Source: an optimization exercise on an open RTL-to-GDS flow (aim: small area, a short achievable clock period and few clock cycles). Production flows keep margins and buffers that such runs may drop.
Power and IR drop assume default switching activity.

Setup of lane 1:
## Data_selector
module Data_selector(
	input clk,
	input rst,
	input data_collect_finish,
	input [7:0] data_in,
	output reg [7:0] data_out,
	output reg [13:0] read_select,
	output reg [13:0] write_out_se,
	output reg data_process_finish,
	output reg wr_enable
    );
==> module Data_selector, before the edit <==
module Data_selector(
	input clk,
	input rst,
	input data_collect_finish,
	input [7:0] data_in,
	output reg [7:0] data_out,
	output reg [13:0] read_select,
	output reg [13:0] write_out_se,
	output reg data_process_finish,
	output reg wr_enable
    );
	localparam integer H   = 9;                     
	localparam integer K   = H - 2;                 
	localparam integer NB  = (98 + K - 1) / K;      
	localparam integer R0L = 100 - H;               
	localparam integer R0P = (NB - 2) * K;          
	localparam integer JW  = $clog2(H);
	localparam integer BW  = $clog2(NB);
	localparam integer DN  = 100;                               
	localparam integer DC  = 1 - 100 * (H - 1);                 
	localparam integer DB  = -199;                              
	localparam integer DBL = (R0L - R0P - H + 1) * 100 - 99;    
	localparam integer DF  = -100 * (H - 1);                    
	localparam [13:0] A1  = -201;
	localparam [13:0] A2  = 100 * (H - 1) - 102;
	localparam [13:0] A3  = 98;
	localparam [13:0] A4  = -101 - DBL;
	localparam [13:0] A5  = -101 - DF;
	localparam [13:0] A6  = -100 * K - 101;
	localparam [13:0] A7  = -100 * (R0L - R0P) - 101;
	localparam [13:0] A8  = -100 * (R0L - R0P) - 2 + 100 * (H - 1);
	localparam [13:0] A9  = -200;
	localparam [13:0] A10 = 9899;
	localparam [13:0] A11 = 100 * (H - 2) - 1;
	localparam [13:0] A12 = 100 * (H - 2);
	localparam [1:0] S_NONE = 2'd0, S_BLUR = 2'd1, S_COLC = 2'd2, S_ROWC = 2'd3;
	reg running;
	reg p1, p2;                  
	reg [JW-1:0] j;              
	reg [6:0] c;                 
	reg [BW-1:0] b;              
	reg jl, j2, j1;              
	reg c0, c1, c99, cf;         
	reg bf, bl, bp;              
	reg [7:0] D [1:2*H-1];       
	reg [9:0] hp;                
	reg [9:0] h1, h2;            
	reg [11:0] q;                
	reg [1:0] src, src1;         
	reg [3:0] acode;             
	wire go = running | (data_collect_finish & ~data_process_finish & ~p1 & ~p2);
	wire [9:0] h0 = hp + {2'b0, data_in};
	wire [11:0] sum = q + {2'b0, h1};
	always @(*) begin
		src = S_NONE;
		acode = 4'd0;
		if (j2) begin
			if (c0) begin
				if (!bf) begin
					src = S_COLC;
					if (bl) acode = jl ? 4'd8 : 4'd7;
					else acode = jl ? 4'd3 : 4'd6;
				end
			end
			else if (cf) begin
				src = S_COLC;
				acode = jl ? 4'd10 : 4'd9;
			end
			else begin
				src = c1 ? S_COLC : S_BLUR;
				if (!jl) acode = 4'd1;
				else if (!c99) acode = 4'd2;
				else if (bl) acode = 4'd5;
				else if (bp) acode = 4'd4;
				else acode = 4'd3;
			end
		end
		else if (j1) begin
			if (bf && !cf) begin src = S_ROWC; acode = 4'd9; end
		end
		else begin
			if (cf) begin src = S_ROWC; acode = 4'd12; end
			else if (bl && !c0) begin src = S_ROWC; acode = 4'd11; end
		end
	end
	wire [13:0] aoff =
		(acode == 4'd1)  ? A1  :
		(acode == 4'd2)  ? A2  :
		(acode == 4'd3)  ? A3  :
		(acode == 4'd4)  ? A4  :
		(acode == 4'd5)  ? A5  :
		(acode == 4'd6)  ? A6  :
		(acode == 4'd7)  ? A7  :
		(acode == 4'd8)  ? A8  :
		(acode == 4'd9)  ? A9  :
		(acode == 4'd10) ? A10 :
		(acode == 4'd11) ? A11 : A12;
	reg [13:0] aoff1;
	wire [13:0] dsw = !c99 ? DC[13:0] : bl ? DF[13:0] : bp ? DBL[13:0] : DB[13:0];
	wire [13:0] a_row = read_select + 14'd100;
	wire [13:0] a_sw = read_select + dsw;
	always @(posedge clk or posedge rst) begin
		if (rst) begin
			running <= 1'b0;
			p1 <= 1'b0;
			p2 <= 1'b0;
			j <= 0;
			c <= 0;
			b <= 0;
			jl <= 1'b0;
			j2 <= 1'b0;
			j1 <= 1'b0;
			c0 <= 1'b1;
			c1 <= 1'b0;
			c99 <= 1'b0;
			cf <= 1'b0;
			bf <= 1'b1;
			bl <= 1'b0;
			bp <= (NB == 2);
			read_select <= 0;
			src1 <= S_NONE;
			wr_enable <= 1'b0;
			data_process_finish <= 1'b0;
		end
		else begin
			p2 <= p1;
			p1 <= 1'b0;
			src1 <= S_NONE;
			if (go) begin
				src1 <= src;
				running <= 1'b1;
				read_select <= !jl ? a_row : cf ? 14'd0 : a_sw;
				if (!jl) begin
					j <= j + 1'b1;
					jl <= (j == H - 2);
					j2 <= (j >= 1);
					j1 <= (j == 0);
				end
				else begin
					j <= 0;
					jl <= 1'b0;
					j2 <= 1'b0;
					j1 <= 1'b0;
					if (cf) begin
						c <= 0;
						b <= 0;
						c0 <= 1'b1;
						cf <= 1'b0;
						bf <= 1'b1;
						bl <= 1'b0;
						bp <= (NB == 2);
						running <= 1'b0;
						p1 <= 1'b1;
					end
					else if (c99) begin
						c99 <= 1'b0;
						if (bl) begin
							c <= 100;
							cf <= 1'b1;
						end
						else begin
							c <= 0;
							c0 <= 1'b1;
							b <= b + 1'b1;
							bf <= 1'b0;
							bl <= (b == NB - 2);
							bp <= (b == NB - 3);
						end
					end
					else begin
						c <= c + 1'b1;
						c0 <= 1'b0;
						c1 <= c0;
						c99 <= (c == 98);
					end
				end
			end
			wr_enable <= (src1 != S_NONE);
			if (p2) data_process_finish <= 1'b1;
			else if (!data_collect_finish) data_process_finish <= 1'b0;
		end
	end
	integer k;
	always @(posedge clk) begin
		aoff1 <= aoff;
		D[1] <= data_in;
		for (k = 2; k <= 2 * H - 1; k = k + 1) D[k] <= D[k-1];
		hp <= {2'b0, D[2*H-1]} + {1'b0, D[H-1], 1'b0};
		h1 <= h0;
		h2 <= h1;
		q <= {2'b0, h2} + {1'b0, h1, 1'b0};
		write_out_se <= read_select + aoff1;
		case (src1)
			S_BLUR: data_out <= sum[11:4];
			S_COLC: data_out <= D[H+2];
			default: data_out <= D[2];
		endcase
	end
endmodule
export LEC_CHECK = 0
export CAP_MARGIN = 20
export CORE_MARGIN = 2
export CORE_UTILIZATION = 40
export SETUP_SLACK_MARGIN = 3.2
export SLEW_MARGIN = 20
create_clock -name core_clock -period 5.5 [get_ports {clk}]
run.sh (not shown) runs the stock make flow with config.mk's settings and CLKGATE_MAP_FILE= SYNTH_SCRIPT=/design/flow/synth_recipe.tcl, a recipe that flattens the netlist after the stock synthesis.
Modified inputs, lane 2 compared to lane 1
--- a/flow/design.v
+++ b/flow/design.v
@@ -8,11 +8,11 @@
 	output reg [13:0] read_select,
 	output reg [13:0] write_out_se,
 	output reg data_process_finish,
 	output reg wr_enable
     );
-	localparam integer H   = 9;                     
+	localparam integer H   = 7;                     
 	localparam integer K   = H - 2;                 
 	localparam integer NB  = (98 + K - 1) / K;      
 	localparam integer R0L = 100 - H;               
 	localparam integer R0P = (NB - 2) * K;          
 	localparam integer JW  = $clog2(H);
@@ -41,20 +41,29 @@
 	reg [6:0] c;                 
 	reg [BW-1:0] b;              
 	reg jl, j2, j1;              
 	reg c0, c1, c99, cf;         
 	reg bf, bl, bp;              
-	reg [7:0] D [1:2*H-1];       
-	reg [9:0] hp;                
+	reg [7:0] D [1:2*H];         
 	reg [9:0] h1, h2;            
 	reg [11:0] q;                
 	reg [1:0] src, src1;         
-	reg [3:0] acode;             
+	reg [3:0] acode, acode1;     
+	reg [13:0] delta;            
+	reg zero;                    
 	wire go = running | (data_collect_finish & ~data_process_finish & ~p1 & ~p2);
+	wire [9:0] hp = {2'b0, D[2*H]} + {1'b0, D[H], 1'b0};
 	wire [9:0] h0 = hp + {2'b0, data_in};
 	wire [11:0] sum = q + {2'b0, h1};
 	always @(*) begin
+		zero = 1'b0;
+		if (!jl) delta = DN;
+		else if (cf) begin delta = 0; zero = 1'b1; end
+		else if (!c99) delta = DC;
+		else if (bl) delta = DF;
+		else if (bp) delta = DBL;
+		else delta = DB;
 		src = S_NONE;
 		acode = 4'd0;
 		if (j2) begin
 			if (c0) begin
 				if (!bf) begin
@@ -83,25 +92,21 @@
 			if (cf) begin src = S_ROWC; acode = 4'd12; end
 			else if (bl && !c0) begin src = S_ROWC; acode = 4'd11; end
 		end
 	end
 	wire [13:0] aoff =
-		(acode == 4'd1)  ? A1  :
-		(acode == 4'd2)  ? A2  :
-		(acode == 4'd3)  ? A3  :
-		(acode == 4'd4)  ? A4  :
-		(acode == 4'd5)  ? A5  :
-		(acode == 4'd6)  ? A6  :
-		(acode == 4'd7)  ? A7  :
-		(acode == 4'd8)  ? A8  :
-		(acode == 4'd9)  ? A9  :
-		(acode == 4'd10) ? A10 :
-		(acode == 4'd11) ? A11 : A12;
-	reg [13:0] aoff1;
-	wire [13:0] dsw = !c99 ? DC[13:0] : bl ? DF[13:0] : bp ? DBL[13:0] : DB[13:0];
-	wire [13:0] a_row = read_select + 14'd100;
-	wire [13:0] a_sw = read_select + dsw;
+		(acode1 == 4'd1)  ? A1  :
+		(acode1 == 4'd2)  ? A2  :
+		(acode1 == 4'd3)  ? A3  :
+		(acode1 == 4'd4)  ? A4  :
+		(acode1 == 4'd5)  ? A5  :
+		(acode1 == 4'd6)  ? A6  :
+		(acode1 == 4'd7)  ? A7  :
+		(acode1 == 4'd8)  ? A8  :
+		(acode1 == 4'd9)  ? A9  :
+		(acode1 == 4'd10) ? A10 :
+		(acode1 == 4'd11) ? A11 : A12;
 	always @(posedge clk or posedge rst) begin
 		if (rst) begin
 			running <= 1'b0;
 			p1 <= 1'b0;
 			p2 <= 1'b0;
@@ -128,11 +133,11 @@
 			p1 <= 1'b0;
 			src1 <= S_NONE;
 			if (go) begin
 				src1 <= src;
 				running <= 1'b1;
-				read_select <= !jl ? a_row : cf ? 14'd0 : a_sw;
+				read_select <= zero ? 14'd0 : read_select + delta;
 				if (!jl) begin
 					j <= j + 1'b1;
 					jl <= (j == H - 2);
 					j2 <= (j >= 1);
 					j1 <= (j == 0);
@@ -181,18 +186,17 @@
 			else if (!data_collect_finish) data_process_finish <= 1'b0;
 		end
 	end
 	integer k;
 	always @(posedge clk) begin
-		aoff1 <= aoff;
+		acode1 <= acode;
 		D[1] <= data_in;
-		for (k = 2; k <= 2 * H - 1; k = k + 1) D[k] <= D[k-1];
-		hp <= {2'b0, D[2*H-1]} + {1'b0, D[H-1], 1'b0};
+		for (k = 2; k <= 2 * H; k = k + 1) D[k] <= D[k-1];
 		h1 <= h0;
 		h2 <= h1;
 		q <= {2'b0, h2} + {1'b0, h1, 1'b0};
-		write_out_se <= read_select + aoff1;
+		write_out_se <= read_select + aoff;
 		case (src1)
 			S_BLUR: data_out <= sum[11:4];
 			S_COLC: data_out <= D[H+2];
 			default: data_out <= D[2];
 		endcase
[summary]
Comparing the two runs side by side, lane 2 comes out ahead of lane 1 on total power.
Summary of lane 2 over lane 1: leakage dissipation fell by 3.5%; count of clock-buffer cells in the layout decreased by 2 relative to the old numbers; die width lower; first-pass iteration count of the detailed router moved down; relative contribution of combinational cells to total power grew by 6.2 points.
Diff lane 1 and lane 2: post-synthesis cell type count lower in lane 2
Compared with lane 1, in lane 2 met1 demand-to-capacity share in global routing -0.21 points; buffering overhead +4.2 points.
No functional check of the RTL was part of any run of this note.

## afterwards: timing with drivers on the ports
The flow's constraints put no driver on any port. The routed layouts listed below were extracted and timed again, unchanged, in two steps.
Step 1 (the two cells are an assumption about what drives the block):
set clk [get_ports {clk}]
set_driving_cell -lib_cell sky130_fd_sc_hd__clkbuf_16 $clk
set_driving_cell -lib_cell sky130_fd_sc_hd__buf_2 [delete_from_list [all_inputs] $clk]
Step 2 also shifts input and output timing later by t, the mid clock arrival at the registers, as if the neighbouring blocks saw the same clock.
Slacks: ideal / step 1 / step 2; pairs: ideal / step 1.
run	t (ns)	setup WS [ns]	worst setup path at the end	worst register clock-pin slew, ns
lane 1	0.572	3.195 / 3.148 / 2.682	input to register	0.07 / 0.07
lane 2	0.547	2.841 / 2.841 / 2.354	input to register	0.07 / 0.07
After both steps every run listed still meets setup and hold. For lane 1, which loses most, drivers alone change the setup slack by -0.047 ns; drivers and shift together by -0.513 ns.
